Background: an optimization exercise with open tools, aiming at small area, a short achievable clock period and few clock cycles per item. Do not read the settings as production practice.
No functional check of the RTL was part of any run shown here.
Power is estimated from default activity; no workload was simulated.

==> flow/flow/run.sh <==
#!/bin/bash
set -euo pipefail
bash standard.sh SETUP_SLACK_MARGIN=7 "BUFFER_PORTS_ARGS=-buffer_cell sky130_fd_sc_hd__buf_2" finish > standard.log 2>&1
==> flow/standard.sh <==
#!/bin/bash
# synth_recipe.tcl (not shown) runs the flow's synth.tcl, then flattens the netlist and writes it again
# the make line also repeats each setting of config.mk as NAME=value (left out here)
make -C /OpenROAD-flow-scripts/flow DESIGN_CONFIG=/design/flow/config.mk WORK_HOME=/design/flow/orfs CLKGATE_MAP_FILE= SYNTH_SCRIPT=/design/flow/synth_recipe.tcl "${@:-finish}"
==> flow/config.mk <==
export PLATFORM = sky130hd
export DESIGN_NAME = MATRIX
export DESIGN_NICKNAME = MATRIX
export VERILOG_FILES = /design/flow/design.v
export SDC_FILE = /design/flow/constraint.sdc
export NUM_CORES = 4
export LEC_CHECK = 0
export CAP_MARGIN = 20
export CORE_MARGIN = 2
export CORE_UTILIZATION = 60
export CTS_BUF_LIST = sky130_fd_sc_hd__clkbuf_4 sky130_fd_sc_hd__clkbuf_8
export SETUP_SLACK_MARGIN = 5
export SLEW_MARGIN = 20
==> flow/constraint.sdc <==
create_clock -name core_clock -period 10.0 [get_ports {CLK}]
set_input_delay 2.0000 -clock core_clock [delete_from_list [all_inputs] [get_ports {CLK}]]
set_output_delay 2.0000 -clock core_clock [all_outputs]
set_load 0.01 [all_outputs]
==> flow/design.v <==
module MATRIX(CLK, RESET, IN_VALID, IN, OUT_VALID, OUT);
input CLK;
input RESET;
input IN_VALID;
input [3:0] IN;
output reg OUT_VALID;
output [15:0] OUT;
reg [5:0] cnt;
reg [1:0] qa, qb, op;     
reg [2:0] ci, cj;         
reg [3:0] a [0:8];
reg [3:0] b [0:8];
reg [11:0] o;
assign OUT = {{4{o[11]}}, o};
integer n, n1;
always @(posedge CLK) begin
  if (cnt <= 6'd8 && (cnt != 6'd0 || IN_VALID)) begin
    for (n1 = 0; n1 < 8; n1 = n1 + 1) a[n1] <= a[n1+1];
    a[8] <= IN;
  end
  if (cnt >= 6'd9 && cnt <= 6'd17) begin
    for (n1 = 0; n1 < 8; n1 = n1 + 1) b[n1] <= b[n1+1];
    b[8] <= IN;
  end
end
reg f22, outmm, outas, outar, deta, detb;
always @(posedge CLK) begin
  f22 <= cnt == 6'd21;
  outmm <= cnt == 6'd21 || (cnt >= 6'd22 && cnt <= 6'd29 && opc == 2'd2);    
  outas <= cnt >= 6'd22 && cnt <= 6'd29 && !opc[1];                         
  outar <= cnt >= 6'd21 && cnt <= 6'd29;                                    
  deta <= cnt == 6'd8 || cnt == 6'd9 || cnt == 6'd12 || cnt == 6'd13 || cnt == 6'd16 || cnt == 6'd17;
  detb <= cnt == 6'd10 || cnt == 6'd11 || cnt == 6'd14 || cnt == 6'd15 || cnt == 6'd18 || cnt == 6'd19;
end
wire [1:0] opc = (cnt == 6'd22) ? IN[1:0] : op;    
wire isas = f22 ? !IN[1] : outas;                   
wire [3:0] Bc = (qb == 2'd0) ? b[0] : (qb == 2'd1) ? b[2] : (qb == 2'd2) ? b[8] : b[6];
function [2:0] rv;           
  input [2:0] x;
  rv = {x[0], x[1], x[2]};
endfunction
wire rowA = !qa[0];                        
wire revA = qa[1];                         
wire [2:0] idxA = (qa == 2'd0 || qa == 2'd3) ? ci : rv(ci);
wire rowB = qb[0];                         
wire revB = qb[0] ^ qb[1];
wire [2:0] idxB = (qb == 2'd0 || qb == 2'd1) ? cj : rv(cj);
reg [8:0] selA, selAR, selBL;
reg [2:0] alA, alB, alR;
reg [2:0] tau [0:2];
integer r, c, k, p;
always @* begin
  selA = 9'd0;
  for (r = 0; r < 3; r = r + 1)
    for (c = 0; c < 3; c = c + 1)
      selA[3*r+c] = outmm && (rowA ? idxA[r] : idxA[c]);
  if (cnt == 6'd9 || cnt == 6'd14) selA[0] = 1'b1;
  if (cnt == 6'd10 || cnt == 6'd17) selA[1] = 1'b1;
  if (cnt == 6'd13 || cnt == 6'd18) selA[2] = 1'b1;
  for (r = 0; r < 3; r = r + 1)
    for (c = 0; c < 3; c = c + 1)
      selBL[3*r+c] = rowB ? idxB[r] : idxB[c];
  for (k = 0; k < 3; k = k + 1) begin
    for (p = 0; p < 3; p = p + 1) alA[p] = idxA[(k - p + 3) % 3];    
    alB = (revA ^ revB) ? rv(alA) : alA;
    if (outas && k == 1) alB = revB ? rv(ci) : ci;
    for (p = 0; p < 3; p = p + 1)
      tau[k][p] = (idxB[0] & alB[p]) | (idxB[1] & alB[(p + 2) % 3]) | (idxB[2] & alB[(p + 1) % 3]);
  end
  alR = revA ? rv(cj) : cj;
  for (r = 0; r < 3; r = r + 1)
    for (c = 0; c < 3; c = c + 1)
      selAR[3*r+c] = outar && (rowA ? (idxA[r] && alR[c]) : (idxA[c] && alR[r]));
  case (cnt)
    6'd9:  selAR[4] = 1'b1;
    6'd10: selAR[5] = 1'b1;
    6'd11: selAR[8] = 1'b1;
    6'd12: selAR[6] = 1'b1;
    6'd13: selAR[3] = 1'b1;
    6'd14: selAR[5] = 1'b1;
    6'd15: selAR[7] = 1'b1;
    6'd16: selAR[7] = 1'b1;
    6'd17: selAR[3] = 1'b1;
    6'd18: selAR[4] = 1'b1;
    6'd19: selAR[8] = 1'b1;
    6'd20: selAR[6] = 1'b1;
    default: ;
  endcase
end
reg [3:0] At0, At1, At2, AR, Bl0, Bl1, Bl2;
always @* begin
  At0 = 4'd0; At1 = 4'd0; At2 = 4'd0; AR = 4'd0; Bl0 = 4'd0; Bl1 = 4'd0; Bl2 = 4'd0;
  for (n = 0; n < 9; n = n + 1) begin
    if ((n / 3 + n % 3) % 3 == 0) At0 = At0 | ({4{selA[n]}} & a[n]);
    if ((n / 3 + n % 3) % 3 == 1) At1 = At1 | ({4{selA[n]}} & a[n]);
    if ((n / 3 + n % 3) % 3 == 2) At2 = At2 | ({4{selA[n]}} & a[n]);
    AR = AR | ({4{selAR[n]}} & a[n]);
    if ((n / 3 + n % 3) % 3 == 0) Bl0 = Bl0 | ({4{selBL[n]}} & b[n]);
    if ((n / 3 + n % 3) % 3 == 1) Bl1 = Bl1 | ({4{selBL[n]}} & b[n]);
    if ((n / 3 + n % 3) % 3 == 2) Bl2 = Bl2 | ({4{selBL[n]}} & b[n]);
  end
end
wire [3:0] Bt0 = ({4{tau[0][0]}} & Bl0) | ({4{tau[0][1]}} & Bl1) | ({4{tau[0][2]}} & Bl2);
wire [3:0] Bt1 = ({4{tau[1][0]}} & Bl0) | ({4{tau[1][1]}} & Bl1) | ({4{tau[1][2]}} & Bl2);
wire [3:0] Bt2 = ({4{tau[2][0]}} & Bl0) | ({4{tau[2][1]}} & Bl1) | ({4{tau[2][2]}} & Bl2);
wire nx0 = cnt == 6'd14, nx1 = cnt == 6'd17, nx2 = cnt == 6'd18 && !IN[0];
reg [3:0] X0, Y0, X1, Y1, X1D, X2, Y2;
wire c_1 = ~(X0[0] & Y0[3]) ^ (X0[1] & Y0[2]) ^ (X0[2] & Y0[1]);
wire c_2 = (~(X0[0] & Y0[3]) & (X0[1] & Y0[2])) | (~(X0[0] & Y0[3]) & (X0[2] & Y0[1])) | ((X0[1] & Y0[2]) & (X0[2] & Y0[1]));
wire c_3 = ~(X0[3] & Y0[0]) ^ ~(X1[0] & Y1[3]);
wire c_4 = ~(X0[3] & Y0[0]) & ~(X1[0] & Y1[3]);
wire c_5 = ~(X0[1] & Y0[3]) ^ (X0[2] & Y0[2]) ^ ~(X0[3] & Y0[1]);
wire c_6 = (~(X0[1] & Y0[3]) & (X0[2] & Y0[2])) | (~(X0[1] & Y0[3]) & ~(X0[3] & Y0[1])) | ((X0[2] & Y0[2]) & ~(X0[3] & Y0[1]));
wire c_7 = ~(X1[1] & Y1[3]) ^ (X1[2] & Y1[2]) ^ ~(X1[3] & Y1[1]);
wire c_8 = (~(X1[1] & Y1[3]) & (X1[2] & Y1[2])) | (~(X1[1] & Y1[3]) & ~(X1[3] & Y1[1])) | ((X1[2] & Y1[2]) & ~(X1[3] & Y1[1]));
wire c_9 = ~(X0[2] & Y0[3]) ^ ~(X0[3] & Y0[2]) ^ ~(X1[2] & Y1[3]);
wire c_10 = (~(X0[2] & Y0[3]) & ~(X0[3] & Y0[2])) | (~(X0[2] & Y0[3]) & ~(X1[2] & Y1[3])) | (~(X0[3] & Y0[2]) & ~(X1[2] & Y1[3]));
wire c_11 = (X0[0] & Y0[2]) ^ (X0[1] & Y0[1]) ^ (X0[2] & Y0[0]);
wire c_12 = ((X0[0] & Y0[2]) & (X0[1] & Y0[1])) | ((X0[0] & Y0[2]) & (X0[2] & Y0[0])) | ((X0[1] & Y0[1]) & (X0[2] & Y0[0]));
wire c_13 = (X1[0] & Y1[2]) ^ (X1[1] & Y1[1]);
wire c_14 = (X1[0] & Y1[2]) & (X1[1] & Y1[1]);
wire c_15 = (X1[1] & Y1[2]) ^ (X1[2] & Y1[1]) ^ ~(X1[3] & Y1[0]);
wire c_16 = ((X1[1] & Y1[2]) & (X1[2] & Y1[1])) | ((X1[1] & Y1[2]) & ~(X1[3] & Y1[0])) | ((X1[2] & Y1[1]) & ~(X1[3] & Y1[0]));
wire c_17 = ~(X2[0] & Y2[3]) ^ (X2[1] & Y2[2]) ^ (X2[2] & Y2[1]);
wire c_18 = (~(X2[0] & Y2[3]) & (X2[1] & Y2[2])) | (~(X2[0] & Y2[3]) & (X2[2] & Y2[1])) | ((X2[1] & Y2[2]) & (X2[2] & Y2[1]));
wire c_19 = ~(X2[3] & Y2[0]) ^ c_1;
wire c_20 = ~(X2[3] & Y2[0]) & c_1;
wire c_21 = (X1D[0] & Y1[0]) ^ ~(X2[1] & Y2[3]) ^ (X2[2] & Y2[2]);
wire c_22 = ((X1D[0] & Y1[0]) & ~(X2[1] & Y2[3])) | ((X1D[0] & Y1[0]) & (X2[2] & Y2[2])) | (~(X2[1] & Y2[3]) & (X2[2] & Y2[2]));
wire c_23 = ~(X2[3] & Y2[1]) ^ 1'b1 ^ c_2;
wire c_24 = (~(X2[3] & Y2[1]) & 1'b1) | (~(X2[3] & Y2[1]) & c_2) | (1'b1 & c_2);
wire c_25 = c_4 ^ c_5 ^ c_7;
wire c_26 = (c_4 & c_5) | (c_4 & c_7) | (c_5 & c_7);
wire c_27 = ~(X1[3] & Y1[2]) ^ (X1D[0] & Y1[1]) ^ (X1D[1] & Y1[0]);
wire c_28 = (~(X1[3] & Y1[2]) & (X1D[0] & Y1[1])) | (~(X1[3] & Y1[2]) & (X1D[1] & Y1[0])) | ((X1D[0] & Y1[1]) & (X1D[1] & Y1[0]));
wire c_29 = ~(X2[2] & Y2[3]) ^ ~(X2[3] & Y2[2]) ^ 1'b1;
wire c_30 = (~(X2[2] & Y2[3]) & ~(X2[3] & Y2[2])) | (~(X2[2] & Y2[3]) & 1'b1) | (~(X2[3] & Y2[2]) & 1'b1);
wire c_31 = c_6 ^ c_8 ^ c_9;
wire c_32 = (c_6 & c_8) | (c_6 & c_9) | (c_8 & c_9);
wire c_33 = (X0[3] & Y0[3]) ^ (X1[3] & Y1[3]) ^ (X1D[0] & Y1[2]);
wire c_34 = ((X0[3] & Y0[3]) & (X1[3] & Y1[3])) | ((X0[3] & Y0[3]) & (X1D[0] & Y1[2])) | ((X1[3] & Y1[3]) & (X1D[0] & Y1[2]));
wire c_35 = (X1D[1] & Y1[1]) ^ (X1D[2] & Y1[0]) ^ (X2[3] & Y2[3]);
wire c_36 = ((X1D[1] & Y1[1]) & (X1D[2] & Y1[0])) | ((X1D[1] & Y1[1]) & (X2[3] & Y2[3])) | ((X1D[2] & Y1[0]) & (X2[3] & Y2[3]));
wire c_37 = ~(X1D[0] & Y1[3]) ^ (X1D[1] & Y1[2]);
wire c_38 = ~(X1D[0] & Y1[3]) & (X1D[1] & Y1[2]);
wire c_39 = (X0[0] & Y0[1]) ^ (X0[1] & Y0[0]) ^ (X1[0] & Y1[1]);
wire c_40 = ((X0[0] & Y0[1]) & (X0[1] & Y0[0])) | ((X0[0] & Y0[1]) & (X1[0] & Y1[1])) | ((X0[1] & Y0[0]) & (X1[0] & Y1[1]));
wire c_41 = (X1[2] & Y1[0]) ^ (X2[0] & Y2[2]) ^ (X2[1] & Y2[1]);
wire c_42 = ((X1[2] & Y1[0]) & (X2[0] & Y2[2])) | ((X1[2] & Y1[0]) & (X2[1] & Y2[1])) | ((X2[0] & Y2[2]) & (X2[1] & Y2[1]));
wire c_43 = (X2[2] & Y2[0]) ^ c_11;
wire c_44 = (X2[2] & Y2[0]) & c_11;
wire c_45 = c_3 ^ c_12 ^ c_14;
wire c_46 = (c_3 & c_12) | (c_3 & c_14) | (c_12 & c_14);
wire c_47 = c_15 ^ c_17 ^ c_19;
wire c_48 = (c_15 & c_17) | (c_15 & c_19) | (c_17 & c_19);
wire c_49 = c_16 ^ c_18 ^ c_20;
wire c_50 = (c_16 & c_18) | (c_16 & c_20) | (c_18 & c_20);
wire c_51 = c_21 ^ c_23 ^ c_25;
wire c_52 = (c_21 & c_23) | (c_21 & c_25) | (c_23 & c_25);
wire c_53 = c_22 ^ c_24 ^ c_26;
wire c_54 = (c_22 & c_24) | (c_22 & c_26) | (c_24 & c_26);
wire c_55 = c_27 ^ c_29 ^ c_31;
wire c_56 = (c_27 & c_29) | (c_27 & c_31) | (c_29 & c_31);
wire c_57 = c_10 ^ c_28 ^ c_30;
wire c_58 = (c_10 & c_28) | (c_10 & c_30) | (c_28 & c_30);
wire c_59 = c_32 ^ c_33 ^ c_35;
wire c_60 = (c_32 & c_33) | (c_32 & c_35) | (c_33 & c_35);
wire c_61 = (X1D[2] & Y1[1]) ^ ~(X1D[3] & Y1[0]) ^ 1'b1;
wire c_62 = ((X1D[2] & Y1[1]) & ~(X1D[3] & Y1[0])) | ((X1D[2] & Y1[1]) & 1'b1) | (~(X1D[3] & Y1[0]) & 1'b1);
wire c_63 = c_34 ^ c_36 ^ c_37;
wire c_64 = (c_34 & c_36) | (c_34 & c_37) | (c_36 & c_37);
wire c_65 = ~(X1D[1] & Y1[3]) ^ (X1D[2] & Y1[2]) ^ ~(X1D[3] & Y1[1]);
wire c_66 = (~(X1D[1] & Y1[3]) & (X1D[2] & Y1[2])) | (~(X1D[1] & Y1[3]) & ~(X1D[3] & Y1[1])) | ((X1D[2] & Y1[2]) & ~(X1D[3] & Y1[1]));
wire c_67 = 1'b1 ^ c_38;
wire c_68 = 1'b1 & c_38;
wire c_69 = ~(X1D[2] & Y1[3]) ^ ~(X1D[3] & Y1[2]);
wire c_70 = ~(X1D[2] & Y1[3]) & ~(X1D[3] & Y1[2]);
wire c_71 = (X1[1] & Y1[0]) ^ (X2[0] & Y2[1]);
wire c_72 = (X1[1] & Y1[0]) & (X2[0] & Y2[1]);
wire c_73 = c_13 ^ c_40 ^ c_41;
wire c_74 = (c_13 & c_40) | (c_13 & c_41) | (c_40 & c_41);
wire c_75 = c_42 ^ c_44 ^ c_45;
wire c_76 = (c_42 & c_44) | (c_42 & c_45) | (c_44 & c_45);
wire c_77 = c_46 ^ c_48 ^ c_49;
wire c_78 = (c_46 & c_48) | (c_46 & c_49) | (c_48 & c_49);
wire c_79 = c_50 ^ c_52 ^ c_53;
wire c_80 = (c_50 & c_52) | (c_50 & c_53) | (c_52 & c_53);
wire c_81 = c_54 ^ c_56 ^ c_57;
wire c_82 = (c_54 & c_56) | (c_54 & c_57) | (c_56 & c_57);
wire c_83 = c_58 ^ c_60 ^ c_61;
wire c_84 = (c_58 & c_60) | (c_58 & c_61) | (c_60 & c_61);
wire c_85 = c_62 ^ c_64 ^ c_65;
wire c_86 = (c_62 & c_64) | (c_62 & c_65) | (c_64 & c_65);
wire c_87 = 1'b1 ^ c_66 ^ c_68;
wire c_88 = (1'b1 & c_66) | (1'b1 & c_68) | (c_66 & c_68);
wire c_89 = (X1D[3] & Y1[3]) ^ 1'b1;
wire c_90 = (X1D[3] & Y1[3]) & 1'b1;
wire c_91 = (X0[0] & Y0[0]) ^ (X1[0] & Y1[0]);
wire c_92 = (X0[0] & Y0[0]) & (X1[0] & Y1[0]);
wire c_93 = (X2[1] & Y2[0]) ^ c_39 ^ c_71;
wire c_94 = ((X2[1] & Y2[0]) & c_39) | ((X2[1] & Y2[0]) & c_71) | (c_39 & c_71);
wire c_95 = c_43 ^ c_72 ^ c_73;
wire c_96 = (c_43 & c_72) | (c_43 & c_73) | (c_72 & c_73);
wire c_97 = c_47 ^ c_74 ^ c_75;
wire c_98 = (c_47 & c_74) | (c_47 & c_75) | (c_74 & c_75);
wire c_99 = c_51 ^ c_76 ^ c_77;
wire c_100 = (c_51 & c_76) | (c_51 & c_77) | (c_76 & c_77);
wire c_101 = c_55 ^ c_78 ^ c_79;
wire c_102 = (c_55 & c_78) | (c_55 & c_79) | (c_78 & c_79);
wire c_103 = c_59 ^ c_80 ^ c_81;
wire c_104 = (c_59 & c_80) | (c_59 & c_81) | (c_80 & c_81);
wire c_105 = c_63 ^ c_82 ^ c_83;
wire c_106 = (c_63 & c_82) | (c_63 & c_83) | (c_82 & c_83);
wire c_107 = c_67 ^ c_84 ^ c_85;
wire c_108 = (c_67 & c_84) | (c_67 & c_85) | (c_84 & c_85);
wire c_109 = c_69 ^ c_86 ^ c_87;
wire c_110 = (c_69 & c_86) | (c_69 & c_87) | (c_86 & c_87);
wire c_111 = c_70 ^ c_88 ^ c_89;
wire c_112 = (c_70 & c_88) | (c_70 & c_89) | (c_88 & c_89);
wire [11:0] R0 = {c_90,c_110,c_108,c_106,c_104,c_102,c_100,c_98,c_96,c_94,c_92,(X2[0] & Y2[0])};
wire [11:0] R1 = {c_112,c_111,c_109,c_107,c_105,c_103,c_101,c_99,c_97,c_95,c_93,c_91};
reg [11:0] R0r, R1r;
reg dP, keep, invo, oen;
always @(posedge CLK) begin
  dP <= cnt == 6'd10 || cnt == 6'd11 || cnt == 6'd14 || cnt == 6'd15 || cnt == 6'd18 || cnt == 6'd19;
  keep <= cnt == 6'd13 || cnt == 6'd16 || cnt == 6'd17 || cnt == 6'd20 || cnt == 6'd21;
  invo <= cnt == 6'd21 && qa[0];
  oen <= cnt == 6'd12 || cnt == 6'd13 || cnt == 6'd16 || cnt == 6'd17 || cnt == 6'd20 || cnt == 6'd21 ||
         (cnt >= 6'd23 && cnt <= 6'd31 && op != 2'd3);
end
wire [11:0] ob = ((keep ? o : 12'd0) ^ {12{invo}}) | {8'd0, dP, 3'd0};
wire [11:0] sa = R0r ^ R1r ^ ob;
wire [11:0] sb = (R0r & R1r) | (R0r & ob) | (R1r & ob);
wire [11:0] S = sa + {sb[10:0], invo};
always @(posedge CLK) begin
  X0 <= isas ? 4'd1 : ((At0 ^ {4{nx0}}) | {3'd0, nx2});
  Y0 <= (isas || deta) ? AR : Bt0;
  X1 <= isas ? {{3{opc[0]}}, 1'b1} : ((At1 ^ {4{nx1}}) | {3'd0, nx0});
  X1D <= {4{detb}} & S[7:4];
  X2 <= detb ? {~S[3], S[2:0]} : (isas ? 4'd0 : ((At2 ^ {4{nx2}}) | {3'd0, nx1}));
  Y1 <= (deta || detb) ? AR : ((f22 && !IN[1]) ? Bc : Bt1);
  Y2 <= (deta || detb) ? AR : Bt2;
  if (oen) o <= S;
  if (cnt == 6'd18) qa <= IN[1:0];
  if (cnt == 6'd19) qa[1] <= qa[1] ^ (qa[0] & IN[0]);
  if (cnt == 6'd20) qb <= IN[1:0];
  if (cnt == 6'd21) qb[1] <= qb[1] ^ (qb[0] & IN[0]);
  if (cnt == 6'd22) op <= IN[1:0];
  if (cnt <= 6'd21) begin
    ci <= 3'b001; cj <= 3'b001;
  end else begin
    cj <= {cj[1:0], cj[2]};
    if (cj[2]) ci <= {ci[1:0], ci[2]};
  end
  R0r <= R0;
  R1r <= R1;
  if (RESET) begin
    cnt <= 6'd0;
    OUT_VALID <= 1'b0;
  end else begin
    if (cnt == 6'd0) cnt <= {5'd0, IN_VALID};
    else if (cnt == ((op == 2'd3) ? 6'd31 : 6'd33)) cnt <= 6'd0;
    else cnt <= cnt + 6'd1;
    OUT_VALID <= (cnt == 6'd22 && IN[1:0] == 2'd3) || (op == 2'd3 && cnt >= 6'd23 && cnt <= 6'd30) ||
                 (op != 2'd3 && cnt >= 6'd24 && cnt <= 6'd32);
  end
end
endmodule
==> results of run 1 <==
[cells in the mapped netlist, types with 8 or more instances]
| cell | n | area [sq um] |
|---|---|---|
| xor2_1 | 14 | 122.6 |
| a221oi_1 | 11 | 96.34 |
| xnor2_1 | 29 | 254.0 |
| nor2_1 | 51 | 191.4 |
| nor3_1 | 8 | 40.04 |
| and3_1 | 9 | 56.30 |
| edfxtp_1 | 88 | 2643 |
| fa_1 | 54 | 1081 |
| a22oi_1 | 20 | 150.1 |
| o21ai_0 | 16 | 80.08 |
| mux2i_1 | 35 | 350.3 |
| o22ai_1 | 27 | 168.9 |
| a21oi_1 | 39 | 195.2 |
| nand3_1 | 14 | 70.07 |
| clkbuf_1 | 21 | 78.83 |
| mux2_2 | 9 | 101.4 |
| a222oi_1 | 17 | 170.2 |
| nand2_1 | 96 | 360.4 |
| dfxtp_1 | 76 | 1521 |
| and2_1 | 41 | 256.5 |
| nand2b_1 | 17 | 106.4 |
| inv_1 | 102 | 382.9 |
| a211oi_1 | 13 | 97.59 |
| ha_1 | 31 | 387.9 |
[state kept, by name, indices dropped and copies added (netlist names), 6 cells and up]
name,flops
a,36
o,12
cnt,6
R1r,12
b,36
R0r,12
[area by class of cell]
type	instances	share of cell area
Multi-Input combinational cell	620	0.4770
Sequential cell	164	0.3843
Tap cell	216	0.02476
Timing Repair Buffer	64	0.04310
Clock inverter	14	0.01330
Clock buffer	18	0.02213
Inverter	103	0.03542
[kinds of logic (layout without fill, tap and decap cells)]
group,after synthesis,after routing,synth area share
compound gates,185,185,0.1371
xor+xnor,45,45,0.04318
fa+ha+maj,85,85,0.1509
buf+inv,142,199,0.05988
flops,164,164,0.4277
mux,47,47,0.05166
simple gates,258,258,0.1297
[power by group]
part | internal (mW) | switching (mW) | leakage, nW
clock network | 0.207 | 0.265 | 0.194
registers | 0.732 | 0.0222 | 1.46
logic | 0.00953 | 0.0204 | 2.80
total | 0.949 | 0.308 | 4.45
[routing by layer]
metal  GRT usage  share of wire  wire length (um)
met2      0.4854           0.50             11940
met3     0.04514          0.053              1267
met1      0.3576           0.41              9846
met4      0.1051          0.031               733
met5           0              0                 0
[critical path, stage by stage (launching register included)]
cell and delay (ns):
dfxtp_4 0.40, nand2_2 0.06, xor2_1 0.15, fa_1 0.48, inv_1 0.04, ha_2 0.18
fa_2 0.34, a21o_1 0.20, a21oi_2 0.16, o21bai_2 0.09, a2111o_1 0.42, a31o_2 0.23
a21oi_2 0.13, xnor2_1 0.07
[how the worst min path moves through the flow]
stage	startpoint	end	slack [ns]	cells past startpoint
2_1_floorplan	b[4][0]	b[3][0]	0.43	0
4_1_cts	b[3][1]	b[2][1]	0.45	0
3_3_place_gp	b[1][1]	b[0][1]	0.43	0
3_5_place_dp	b[4][0]	b[3][0]	0.44	0
6_report	b[3][1]	b[2][1]	0.45	0
5_1_grt	b[3][1]	b[2][1]	0.47	0
[repair_timing]
item / in CTS / in global routing
gates resized for setup: 37 / 18
endpoints found under the setup margin: 43 / 37
cloned: 0 / 0
pin swaps: 18 / 4
setup buffers: 22 / 16
[per-stage QoR]
stage | hold slack [ns] | std cells | utilization
after global routing | 0.4722 | 1199 | 0.6871
final | 0.4484 | 1199 | 0.6871
after floorplan | 0.4260 | 926 | -
after CTS | 0.4463 | 1182 | 0.6721
after global placement | 0.4306 | 1128 | 0.6296
after detailed placement | 0.4371 | 1128 | 0.6296
==> impl_results.md, run 1 <==
- Final min period: 3.166 ns
- Final nets: about 1100
- Root buffer cell: clkbuf_8
- RR Endpoint: o[10]
- Worst Path Required: ~10 ns
- Worst R2R Start: keep
- Design Power: between 1 and 1.5 mW
- Hpwl dp: ~18000 um
- Max_slew headroom: 0.4570
- Vias/cell: 5.954
- Most frequent cells in the layout: 99 x inv_1, 92 x nand2_1, 88 x edfxtp_1, 62 x dfxtp_1, 51 x nor2_1
- Gr usage total: 0.2808
- Detailed Route WL: 23780 um
- Place WS: ~6.4 ns
- CTS Hold Bufs: 0
- Syn Inst Count: between 900 and 1000
- Initial core utilization: 0.6129
- Vias in the first global route: between 7000 and 8000
- Fillers: roughly 1200
- Largest net degree at the start of global routing: 37
- Final setup viols: 0
- Seq/Total Area, Yosys: 0.4277
- Post-synthesis cell type count: around 70
- Crit end category: flip-flop
- Antenna diodes: 0
- YS warnings: 4
- Post-Place Cell Area: 10000 sq um
- Total CTS buffers: 17
- Yosys reg bits: 164
- Syn avg cell area: approximately 11 sq um
- Worst Skew: 0.009983 ns
- Die width: about 130 um
- Overflow after GRT: 0
- Port buffer count: 23
- Crit share post-route: 0.3166
- Post-route cell area: 10910 sq um
- 1st-iter DRT viols: 682
- Worst vdd ir: between 0.1 and 0.15 mV
- Die area: 17260 sq um
- Clock latency (worst-skew pair): around 0.46 ns
- GP Congestion: 0.9560
- Least-Margin Pin Slew: about 0.8 ns
- Max-Cap Viols: 0
- Worst R2R Path Depth: 13
- Clock transition at path regs: 0.10 ns
- Worst setup path end: o[10]
- H-tree levels: 4
- Leakage power: between 4 and 5 nW
- Ys async rst share: 0
- CTS tree: yes
- Mapped cell area: around 9700 sq um
- Startpoint types: flip-flop
- WL/cell: approximately 20 um
- Register area: about 4200 sq um
- F_max: roughly 0.32 GHz
- Kind of critical path: flip-flop to flip-flop
- Final hold vios: 0
- First-pass GRT wire length: 37750 um
- Post-Syn Nets: about 1000
- Hold Crit Class: flip-flop to flip-flop
- Layout Area Growth over Synthesis: 12.09%
- Crit-path max FO: 3
- WP data arrival: roughly 3.4 ns
- Share of cells above drive strength 1: 0.1740
- Outcome: finished clean
- Vias: 7139
- Fin Setup TNS: 0 ns
- Dominant synthesized flop cell: edfxtp_1
- First-pass detailed-route iteration total: 9
- Power Density: between 100 and 150 nW/um^2
- Post-DRT Antenna Nets: 0
- Die H: 131.4 um
- Worst Setup Slack, final: 6.834 ns
- Initial antenna violation count: 0
- TritonCTS sink count: about 160
- Launch point of the worst path: keep
- Num ports: 24
- RSZ-0062 raised after global routing: yes
- Row count: between 40 and 50
- Remaining DRCs: 0
- Post-synth EDFFs: slightly below 90
- Slew Limit Fails: 0
- Setup slack, reg-to-reg: around 6.8 ns
- Area of the multi-input gates: around 5200 sq um
- Worst-case clock buffer depth: 2
- Core Box Area: about 16000 sq um
- Most common cell after layout, fill and taps aside: inv_1
==> run 2: changes to the inputs <==
==> flow/flow/run.sh (replaced) <==
#!/bin/bash
set -euo pipefail
bash standard.sh SETUP_SLACK_MARGIN=6.9 "BUFFER_PORTS_ARGS=-buffer_cell sky130_fd_sc_hd__buf_2" finish > standard.log 2>&1
==> run 2 against run 1 <==
Effect of this change: non-clock buffer count fell by 20; critical path depth did not move; synthesized cell count did not move; maximum frequency fell by 0.46%; count of clock-buffer cells in the layout did not move; sequential share of layout area rose by 0.64 points; clock power rose by 2%; register-to-register slack barely moved; global-route usage fell by 0.54 points; final cell count fell by 1.7%; highest routed layer unchanged.
==> impl_results.md, run 2 <==
- Share of cells above drive strength 1: 0.1402 (-0.03377)
- Worst Skew: 0.01492 ns (+0.004934 ns)
- Remaining DRCs: 0 (unchanged)
- Ys async rst share: 0 (unchanged)
- Initial antenna violation count: 0 (unchanged)
- Layout Area Growth over Synthesis: 9.946%
- Total CTS buffers: 17 (unchanged)
- Syn Inst Count: 926 (unchanged)
- Most common cell after layout, fill and taps aside: inv_1
- Kind of critical path: flip-flop to flip-flop
- Highest-delay cell along the critical path: fa_1
- Crit end category: flip-flop
- Worst-case clock buffer depth: 2 (unchanged)
- Top-area cell type share of the netlist area: 0.2714 (unchanged)
- CTS tree: yes
- Dominant synthesized flop cell: edfxtp_1
- First-pass detailed-route iteration total: 8 (-1)
- CTS Hold Bufs: 0 (unchanged)
- Most frequent cell after synthesis: inv_1
- Clock transition at path regs: 0.10 ns (about the same)
- Fin Setup TNS: 0 ns (unchanged)
- Final nets: 1042 (-1.9%)
- Least-Margin Pin Slew: 0.7930 ns (-0.02049 ns)
- Leakage power: 4.352 nW (-2.3%)
- Slew Limit Fails: 0 (unchanged)
- F_max: 0.3145 GHz (-0.46%)
- Clock latency (worst-skew pair): 0.45 ns (about the same)
- TritonCTS sink count: 164 (unchanged)
- Die area: 17260 sq um (unchanged)
- Vias/cell: 6.028 (+1.2%)
- Mapped cell area: 9737 sq um (unchanged)
- Crit share post-route: 0.3180 (+0.001454)
- Final setup viols: 0 (unchanged)
- Worst Path Required: 10.22 ns (about the same)
- Post-synthesis cell type count: 71 (unchanged)
- Power Density: 118.6 nW/um^2 (+3.0%)
- YS warnings: 4 (unchanged)
- Top flop regs: a (36), b (36)
- Root buffer cell: clkbuf_8
- Worst vdd ir: 0.1382 mV (+24%)
- Overflow after GRT: 0 (unchanged)
- Vias: 7107 (-0.45%)
- Outcome: finished clean
- Post-Place Cell Area: 9998 sq um (about the same)
- Startpoint types: flip-flop
- Gr usage total: 0.2754 (-0.005416)
- Largest net degree at the start of global routing: 37 (unchanged)
- Max_slew headroom: 0.4639 (+0.006955)
- Post-route cell area: 10710 sq um (-1.9%)
- Yosys reg bits: 164 (unchanged)
- Port buffer count: 23 (unchanged)
- CP max stage delay: 0.50 ns (+0.02 ns)
- Largest area contributor in the netlist: edfxtp_1
- Hold Crit Class: flip-flop to flip-flop
- H-tree levels: 4 (unchanged)
- Syn avg cell area: 10.51 sq um (unchanged)
- Non-Filler Instances: 1179 (-1.7%)
- Max-Cap Viols: 0 (unchanged)
- Die H: 131.4 um (unchanged)
- Num ports: 24 (unchanged)
- First-pass GRT wire length: 37250 um (-1.3%)
- Final hold vios: 0 (unchanged)
- Worst-path cell chain: nand2_2, xor2_1, fa_1, inv_2, ha_4, fa_2, a21o_1, a21oi_2, o21bai_1, a2111o_1, a31o_2, a21oi_2, xnor2_1
- Die width: 131.4 um (unchanged)
- Row count: 46 (unchanged)
- Placed insts: 1128 (unchanged)
- 1st-iter DRT viols: 782 (+15%)
- Most frequent cells in the layout: 100 x inv_1, 95 x nand2_1, 88 x edfxtp_1, 67 x dfxtp_1, 51 x nor2_1
- Hpwl dp: 17760 um (+1.2%)
- Crit-path max FO: 4 (+1)
- Seq/Total Area, Yosys: 0.4277 (unchanged)
- CP top delay family: compound AO/OA/AOI/OAI gates
- Vias in the first global route: 7225 (+0.33%)
- Antenna diodes: 0 (unchanged)
- WL/cell: 20.10 um (+1.3%)
- Synth cell count leaders: 102 x inv_1, 96 x nand2_1, 88 x edfxtp_1, 76 x dfxtp_1, 54 x fa_1
- Buf/Inv on CP: 1 (unchanged)
- Core Box Area: 15890 sq um (unchanged)
- Design Power: 1.269 mW (+1.0%)
- Final min period: 3.180 ns (+0.01454 ns)
- Post-synth EDFFs: 88 (unchanged)
- Initial core utilization: 0.6129 (unchanged)
- Post-Syn Nets: 1018 (unchanged)
- Most frequent cell on the critical path: a21oi_2
- WP data arrival: 3.40 ns (+0.02 ns)
- Detailed Route WL: 23700 um (-0.36%)
- Post-DRT Antenna Nets: 0 (unchanged)
- GP Congestion: 0.9563 (about the same)
- Area contributors post-synth: edfxtp_1 27%, dfxtp_1 16%, fa_1 11%
- RSZ-0062 raised after global routing: yes
run 2: cell types whose count changed in the layout (fill, tap and decap cells not counted), moves of 2 or more:
cell | previous run | this run
nand2_2 | 3 | 1
fa_2 | 8 | 5
xor2_1 | 12 | 14
dfxtp_1 | 62 | 67
xor2_2 | 3 | 1
nand2_1 | 92 | 95
buf_4 | 35 | 17
fa_1 | 46 | 49
dfxtp_4 | 5 | 3
clkinv_4 | 3 | 1
inv_8 | 0 | 3
dfxtp_2 | 9 | 6
run 2: kinds of logic (layout without fill, tap and decap cells):
family,count (synthesis),count (layout),share of synthesized area
and+or+nand+nor,258,258,0.1297
AOI/OAI and AO/OA,185,185,0.1371
DFF,164,164,0.4277
buffers and inverters,142,179,0.05988
adders and majority gates,85,85,0.1509
muxes,47,47,0.05166
xor gates and xnor gates,45,45,0.04318
run 2: final timing paths:
path            from  endpoint  slack, ns  cells after the start
max             keep     o[10]       6.82                     13
min          b[1][2]   b[0][2]       0.46                      0
max reg2reg     keep     o[10]       6.82                     13
min reg2reg  b[1][2]   b[0][2]       0.46                      0
run 2: metrics by stage:
step / worst slack, ns / utilization / hold WS, ns
2_1_floorplan: 6.271 / - / 0.4260
3_3_place_gp: 6.469 / 0.6294 / 0.4315
3_5_place_dp: 6.359 / 0.6294 / 0.4391
4_1_cts: 6.825 / 0.6617 / 0.4605
5_1_grt: 6.753 / 0.6739 / 0.4788
6_report: 6.820 / 0.6739 / 0.4619
run 2: report_power, final:
group          total, mW  switching [mW]  internal [mW]
Clock              0.484           0.272          0.212
Combinational     0.0299          0.0204        0.00955
Sequential         0.755          0.0224          0.733
run 2: what timing repair did:
action                     in CTS  in global routing
pin swaps                       8                  8
buffers inserted               13                  5
resized for setup              12                 23
setup endpoints to repair      27                 25
run 2: cell type report:
| cell class | count | area (sq um) |
|---|---|---|
| Clock buffer | 18 | 241.5 |
| Clock inverter | 14 | 155.1 |
| Fill cell | 1261 | 5180 |
| Inverter | 103 | 386.6 |
| Multi-Input combinational cell | 620 | 5150 |
| Sequential cell | 164 | 4183 |
| Tap cell | 216 | 270.3 |
| Timing Repair Buffer | 44 | 319.1 |
run 2: metal layers:
layer	wire length (um)	share of wire	track usage	vias up
li1	-	-	-	3307
met1	9355	0.39	0.3331	3454
met2	12290	0.52	0.4944	282
met3	1360	0.057	0.04977	64
met4	691	0.029	0.09783	0
met5	0	0	0	-
==> run 3: changes to the inputs <==
--- a/flow/config.mk
+++ b/flow/config.mk
@@ -5,6 +5,7 @@
 export SDC_FILE = /design/flow/constraint.sdc
 export NUM_CORES = 4
 export LEC_CHECK = 0
+export ABC_CLOCK_PERIOD_IN_PS = 2500
 export CAP_MARGIN = 20
 export CORE_MARGIN = 2
 export CORE_UTILIZATION = 60
==> run 3 against run 2 <==
Effect of this change: utilization is the same; combinational power about the same; routed wire length is the same; sequential cell count is the same; critical path depth unchanged; global-route usage unchanged; critical path type unchanged; still clean on timing, DRC and antenna.
==> impl_results.md, run 3 <==
- Power Density: 118.6 nW/um^2 (unchanged)
- Post-DRT Antenna Nets: 0 (unchanged)
- Crit-path max FO: 4 (unchanged)
- Setup slack, reg-to-reg: 6.82 ns (about the same)
- Startpoint types: flip-flop
- Clock transition at path regs: 0.10 ns (about the same)
- Post-synthesis cell type count: 71 (unchanged)
- First-pass detailed-route iteration total: 8 (unchanged)
- RSZ-0062 raised after global routing: yes
- Net Sw Frac: 0.2483 (unchanged)
- Vias/cell: 6.028 (unchanged)
- Post-synth EDFFs: 88 (unchanged)
- Leakage power: 4.352 nW (unchanged)
- Worst Path Required: 10.22 ns (about the same)
- WP data arrival: 3.40 ns (about the same)
- Final Core Density: 0.6739 (unchanged)
- Reg power frac: 0.595 (about the same)
- Post-Syn Nets: 1018 (unchanged)
- Seq/Total Area, Yosys: 0.4277 (unchanged)
- Cell internal pwr: 0.9541 mW (unchanged)
- Worst Skew: 0.01492 ns (unchanged)
- Clk network pwr share: 0.382 (about the same)
- Gate power share: 0.024 (about the same)
- GP Congestion: 0.9563 (unchanged)
- Num ports: 24 (unchanged)
- Mapped cell area: 9737 sq um (unchanged)
- Hold path start: b[1][2]
- H-tree levels: 4 (unchanged)
- Remaining DRCs: 0 (unchanged)
- Kind of critical path: flip-flop to flip-flop
- Met2 GRT Util: 0.4944 (unchanged)
- Area contributors post-synth: edfxtp_1 27%, dfxtp_1 16%, fa_1 11%
- Dominant synthesized flop cell: edfxtp_1
- Hold Path End: b[0][2]
- Least-Margin Pin Slew: 0.7930 ns (unchanged)
- Worst R2R Path Depth: 13 (unchanged)
- Worst Setup Slack, final: 6.820 ns (unchanged)
- Share of cells above drive strength 1: 0.1402 (unchanged)
- Syn avg cell area: 10.51 sq um (unchanged)
- Largest area contributor in the netlist: edfxtp_1
- Die H: 131.4 um (unchanged)
- Synth cell count leaders: 102 x inv_1, 96 x nand2_1, 88 x edfxtp_1, 76 x dfxtp_1, 54 x fa_1
- Yosys reg bits: 164 (unchanged)
- Layout Area Growth over Synthesis: 9.946% (unchanged)
- Max-Cap Viols: 0 (unchanged)
- Top-area cell type share of the netlist area: 0.2714 (unchanged)
- Worst-case clock buffer depth: 2 (unchanged)
- Hold Crit Class: flip-flop to flip-flop
- Busiest grt layer: met2
- Core Box Area: 15890 sq um (unchanged)
- Top flop regs: a (36), b (36)
- Gr usage total: 0.2754 (unchanged)
- Most frequent cell after synthesis: inv_1
- Final min period: 3.180 ns (unchanged)
- Final nets: 1042 (unchanged)
- CTS tree: yes
- Hold Slack: 0.4619 ns (unchanged)
- Worst R2R Start: keep
- Row count: 46 (unchanged)
- Initial antenna violation count: 0 (unchanged)
- Antenna diodes: 0 (unchanged)
- Sw power: 0.3151 mW (unchanged)
- Detailed Route WL: 23700 um (unchanged)
- Die width: 131.4 um (unchanged)
- Largest net degree at the start of global routing: 37 (unchanged)
- Place WS: 6.359 ns (unchanged)
- Initial core utilization: 0.6129 (unchanged)
- Met1 Usage GRT: 0.3331 (unchanged)
- Worst vdd ir: 0.1382 mV (unchanged)
- Vias in the first global route: 7225 (unchanged)
- Die area: 17260 sq um (unchanged)
- M3 GR Usage: 0.04977 (unchanged)
- Port buffer count: 23 (unchanged)
- Final hold vios: 0 (unchanged)
- Crit end category: flip-flop
- 1st-iter DRT viols: 782 (unchanged)
- Fin Setup TNS: 0 ns (unchanged)
- Total CTS buffers: 17 (unchanged)
- WL/cell: 20.10 um (unchanged)
- RR Endpoint: o[10]
- Clock latency (worst-skew pair): 0.45 ns (about the same)
- F_max: 0.3145 GHz (unchanged)
- Final setup viols: 0 (unchanged)
- Root buffer cell: clkbuf_8
- First-pass GRT wire length: 37250 um (unchanged)
- Most frequent cells in the layout: 100 x inv_1, 95 x nand2_1, 88 x edfxtp_1, 67 x dfxtp_1, 51 x nor2_1
- Crit share post-route: 0.3180 (unchanged)
- YS warnings: 4 (unchanged)
- Slew Limit Fails: 0 (unchanged)
- Ys async rst share: 0 (unchanged)
- Most common cell after layout, fill and taps aside: inv_1
- Hpwl dp: 17760 um (unchanged)
- Max_slew headroom: 0.4639 (unchanged)
- Hold Path Depth: 0 (unchanged)
- Vias: 7107 (unchanged)
- Overflow after GRT: 0 (unchanged)
- Outcome: finished clean
- Syn Inst Count: 926 (unchanged)
- TritonCTS sink count: 164 (unchanged)
run 3: cell counts in the layout (fill, tap and decap cells not counted):
Identical to the previous run, type by type.
run 3: logic make-up after synthesis:
kind of cell / synth area share
AO/OA/AOI/OAI: 0.1371
XOR/XNOR: 0.04318
adder cells (fa/ha/maj): 0.1509
buffers and inverters: 0.05988
flip-flops: 0.4277
multiplexers: 0.05166
AND/OR/NAND/NOR: 0.1297
run 3: worst max-delay path by stage:
stage                     slack, ns  endpoint      from  depth (start not counted)
final                          6.82     o[10]      keep                         13
after global routing           6.75     o[10]      keep                         13
after CTS                      6.83     o[10]      keep                         13
after detailed placement       6.36     o[10]      invo                         12
after global placement         6.47     o[10]      invo                         12
after floorplan                6.27   a[0][0]  IN_VALID                          2
run 3: power groups by stage:
| stage | Clock [mW] | Sequential [mW] | Combinational, mW |
|---|---|---|---|
| after global placement | 0 | 0.769 | 0.0284 |
| after detailed placement | 0 | 0.770 | 0.0297 |
| after CTS | 0.492 | 0.755 | 0.0297 |
| final | 0.484 | 0.755 | 0.0299 |
| after global routing | 0.518 | 0.758 | 0.0333 |
| after floorplan | 0 | 0.761 | 0.0204 |
run 3: what timing repair did:
action / CTS / global route
hold buffers: 0 / 0
pin swaps: 8 / 8
setup buffers: 13 / 5
hold endpoints to repair: 0 / 0
resized for setup: 12 / 23
setup endpoints to repair: 27 / 25
run 3: layer usage:
| metal | part of all wire | wire [um] |
|---|---|---|
| met4 | 0.029 | 691 |
| met3 | 0.057 | 1360 |
| met5 | 0 | 0 |
| met2 | 0.52 | 12290 |
| met1 | 0.39 | 9355 |
run 3: final cells by class:
class	count	area (sq um)
inverters	103	386.6
clock inverters	14	155.1
clock buffers	18	241.5
fillers	1261	5180
flip-flops and latches	164	4183
multi-input cells	620	5150
repair buffers	44	319.1
well taps	216	270.3
run 3: critical path, cell delays in order (launching register included):
cell and delay [ns]:
dfxtp_4 0.41, nand2_2 0.06, xor2_1 0.15, fa_1 0.50
inv_2 0.05, ha_4 0.16, fa_2 0.36, a21o_1 0.17
a21oi_2 0.16, o21bai_1 0.12, a2111o_1 0.40, a31o_2 0.22
a21oi_2 0.13, xnor2_1 0.07
run 3: stage by stage:
| stage | instances | power [mW] | cell area, sq um |
|---|---|---|---|
| global route | 1179 | 1.309 | 10710 |
| global placement | 1128 | 0.7978 | 9998 |
| finish | 1179 | 1.269 | 10710 |
| CTS | 1173 | 1.276 | 10510 |
| detailed placement | 1128 | 0.7994 | 9998 |
| floorplan | 926 | 0.7813 | 9804 |
==> run 4: changes to the inputs <==
--- a/flow/config.mk
+++ b/flow/config.mk
@@ -5,10 +5,11 @@
 export SDC_FILE = /design/flow/constraint.sdc
 export NUM_CORES = 4
 export LEC_CHECK = 0
-export ABC_CLOCK_PERIOD_IN_PS = 2500
 export CAP_MARGIN = 20
 export CORE_MARGIN = 2
 export CORE_UTILIZATION = 60
 export CTS_BUF_LIST = sky130_fd_sc_hd__clkbuf_4 sky130_fd_sc_hd__clkbuf_8
+export CTS_CLUSTER_DIAMETER = 100
+export CTS_CLUSTER_SIZE = 30
 export SETUP_SLACK_MARGIN = 5
 export SLEW_MARGIN = 20
==> run 4 against run 3 <==
Effect of this change: highest routed layer unchanged; sequential cell count stayed put; non-clock buffer count is the same; still clean; synthesized cell count unchanged; clock power barely moved; maximum frequency unchanged.
==> impl_results.md, run 4 <==
- Outcome: finished clean
- YS warnings: 4 (unchanged)
- Die width: 131.4 um (unchanged)
- GP Congestion: 0.9563 (unchanged)
- Power Density: 118.6 nW/um^2 (unchanged)
- H-tree levels: 4 (unchanged)
- Largest net degree at the start of global routing: 37 (unchanged)
- Final min period: 3.180 ns (unchanged)
- Top-area cell type share of the netlist area: 0.2714 (unchanged)
- Mapped cell area: 9737 sq um (unchanged)
- Gr usage total: 0.2754 (unchanged)
- Worst R2R Start: keep
- Post-DRT Antenna Nets: 0 (unchanged)
- Worst setup path end: o[10]
- Row count: 46 (unchanged)
- Ys async rst share: 0 (unchanged)
- Antenna diodes: 0 (unchanged)
- Post-Syn Nets: 1018 (unchanged)
- First-pass GRT wire length: 37250 um (unchanged)
- Least-Margin Pin Slew: 0.7930 ns (unchanged)
- First-pass detailed-route iteration total: 8 (unchanged)
- Top flop regs: a (36), b (36)
- Initial antenna violation count: 0 (unchanged)
- Most common cell after layout, fill and taps aside: inv_1
- Dominant synthesized flop cell: edfxtp_1
- Hold Crit Class: flip-flop to flip-flop
- Vias/cell: 6.028 (unchanged)
- Post-synth EDFFs: 88 (unchanged)
- Launch point of the worst path: keep
- Max-Cap Viols: 0 (unchanged)
- Synth cell count leaders: 102 x inv_1, 96 x nand2_1, 88 x edfxtp_1, 76 x dfxtp_1, 54 x fa_1
- Vias in the first global route: 7225 (unchanged)
- Seq/Total Area, Yosys: 0.4277 (unchanged)
- Num ports: 24 (unchanged)
- Syn Inst Count: 926 (unchanged)
- Area contributors post-synth: edfxtp_1 27%, dfxtp_1 16%, fa_1 11%
- Remaining DRCs: 0 (unchanged)
- Worst Path Required: 10.22 ns (about the same)
- CP max stage delay: 0.50 ns (about the same)
- Crit end category: flip-flop
- Worst R2R Path Depth: 13 (unchanged)
- TritonCTS sink count: 164 (unchanged)
- RR Endpoint: o[10]
- Leakage power: 4.352 nW (unchanged)
- Detailed Route WL: 23700 um (unchanged)
- Yosys reg bits: 164 (unchanged)
- Largest area contributor in the netlist: edfxtp_1
- Die area: 17260 sq um (unchanged)
- Hpwl dp: 17760 um (unchanged)
- Syn avg cell area: 10.51 sq um (unchanged)
- Critical path depth: 13 (unchanged)
- Crit share post-route: 0.3180 (unchanged)
- WP data arrival: 3.40 ns (about the same)
- Overflow after GRT: 0 (unchanged)
- Worst-case clock buffer depth: 2 (unchanged)
- Worst Skew: 0.01492 ns (unchanged)
- CTS tree: yes
- Clock latency (worst-skew pair): 0.45 ns (about the same)
- 1st-iter DRT viols: 782 (unchanged)
- Initial core utilization: 0.6129 (unchanged)
- F_max: 0.3145 GHz (unchanged)
- Most frequent cell after synthesis: inv_1
- WL/cell: 20.10 um (unchanged)
- Fin Setup TNS: 0 ns (unchanged)
- Highest-delay cell along the critical path: fa_1
- Slew Limit Fails: 0 (unchanged)
- Layout Area Growth over Synthesis: 9.946% (unchanged)
- Startpoint types: flip-flop
- Buf/Inv on CP: 1 (unchanged)
- Total CTS buffers: 17 (unchanged)
- Crit-path max FO: 4 (unchanged)
- Design Power: 1.269 mW (unchanged)
- Clock transition at path regs: 0.10 ns (about the same)
- Final Core Density: 0.6739 (unchanged)
- Vias: 7107 (unchanged)
- Worst vdd ir: 0.1382 mV (unchanged)
- Most frequent cells in the layout: 100 x inv_1, 95 x nand2_1, 88 x edfxtp_1, 67 x dfxtp_1, 51 x nor2_1
- Most frequent cell on the critical path: a21oi_2
- Final setup viols: 0 (unchanged)
- Port buffer count: 23 (unchanged)
- Max_slew headroom: 0.4639 (unchanged)
- CP top delay family: compound AO/OA/AOI/OAI gates
- Kind of critical path: flip-flop to flip-flop
- Die H: 131.4 um (unchanged)
- Final hold vios: 0 (unchanged)
- Setup slack, reg-to-reg: 6.82 ns (about the same)
- Root buffer cell: clkbuf_8
- Final nets: 1042 (unchanged)
- Core Box Area: 15890 sq um (unchanged)
- Post-synthesis cell type count: 71 (unchanged)
- Worst-path cell chain: nand2_2, xor2_1, fa_1, inv_2, ha_4, fa_2, a21o_1, a21oi_2, o21bai_1, a2111o_1, a31o_2, a21oi_2, xnor2_1
- Share of cells above drive strength 1: 0.1402 (unchanged)
- RSZ-0062 raised after global routing: yes
-- run 4: cell counts in the layout (fill, tap and decap cells not counted) --
No cell type changed its count.
-- run 4: kinds of logic (layout without fill, tap and decap cells) --
group / Yosys count / count (layout) / share of synthesized area
DFF: 164 / 164 / 0.4277
muxes: 47 / 47 / 0.05166
adders and majority gates: 85 / 85 / 0.1509
and+or+nand+nor: 258 / 258 / 0.1297
AOI/OAI and AO/OA: 185 / 185 / 0.1371
xor gates and xnor gates: 45 / 45 / 0.04318
buffers and inverters: 142 / 179 / 0.05988
-- run 4: report_power, final --
group	total, mW	leakage [nW]	switching, mW	internal (mW)
Sequential	0.755	1.45	0.0224	0.733
Clock	0.484	0.202	0.272	0.212
Combinational	0.0299	2.69	0.0204	0.00955
-- run 4: metrics by stage --
step	cells	setup slack [ns]	area, sq um	hold slack [ns]
global placement	1128	6.469	9998	0.4315
finish	1179	6.820	10710	0.4619
CTS	1173	6.825	10510	0.4605
floorplan	926	6.271	9804	0.4260
global route	1179	6.753	10710	0.4788
detailed placement	1128	6.359	9998	0.4391
-- run 4: timing repair --
| item | in CTS | in global routing |
|---|---|---|
| pin swaps | 8 | 8 |
| endpoints found under the setup margin | 27 | 25 |
| hold buffers | 0 | 0 |
| setup buffers | 13 | 5 |
| hold endpoints to repair | 0 | 0 |
| gates resized for setup | 12 | 23 |
-- run 4: worst min path at each step --
stage	from	end	slack, ns	cells after the start
CTS	b[1][2]	b[0][2]	0.46	0
floorplan	b[4][0]	b[3][0]	0.43	0
detailed placement	b[1][2]	b[0][2]	0.44	0
finish	b[1][2]	b[0][2]	0.46	0
global placement	b[3][1]	b[2][1]	0.43	0
global route	b[1][2]	b[0][2]	0.48	0
-- run 4: final cells by class --
class                           instances  area [sq um]
Fill cell                            1261          5180
Multi-Input combinational cell        620          5150
Sequential cell                       164          4183
Inverter                              103         386.6
Timing Repair Buffer                   44         319.1
Tap cell                              216         270.3
Clock buffer                           18         241.5
Clock inverter                         14         155.1
-- run 4: per-layer routing --
layer	wire, um	up-vias	global-route usage
met3	1360	64	0.04977
li1	-	3307	-
met5	0	-	0
met1	9355	3454	0.3331
met4	691	0	0.09783
met2	12290	282	0.4944

[port drivers added, routing unchanged]
No port has a modelled driver above. Below, the same layouts with a new extraction and two added sets of constraints. Step 1: set_driving_cell puts a clkbuf_16 on CLK and a buf_2 on each other input, an assumption about the parent block. Step 2 also shifts input and output timing later by t, the mid clock arrival at the registers, as if the neighbouring blocks saw the same clock. a / b / c = ideal ports / drivers / drivers and shift; a / b = the first two.
run	shift t [ns]	slack for setup (ns)	pins driven straight from the clock port
run 1	0.496	6.834 / 6.834 / 6.643	1
run 2	0.486	6.820 / 6.820 / 6.628	1
run 3	0.486	6.820 / 6.820 / 6.628	1
run 4	0.486	6.820 / 6.820 / 6.628	1
After both steps every run listed still meets setup and hold.
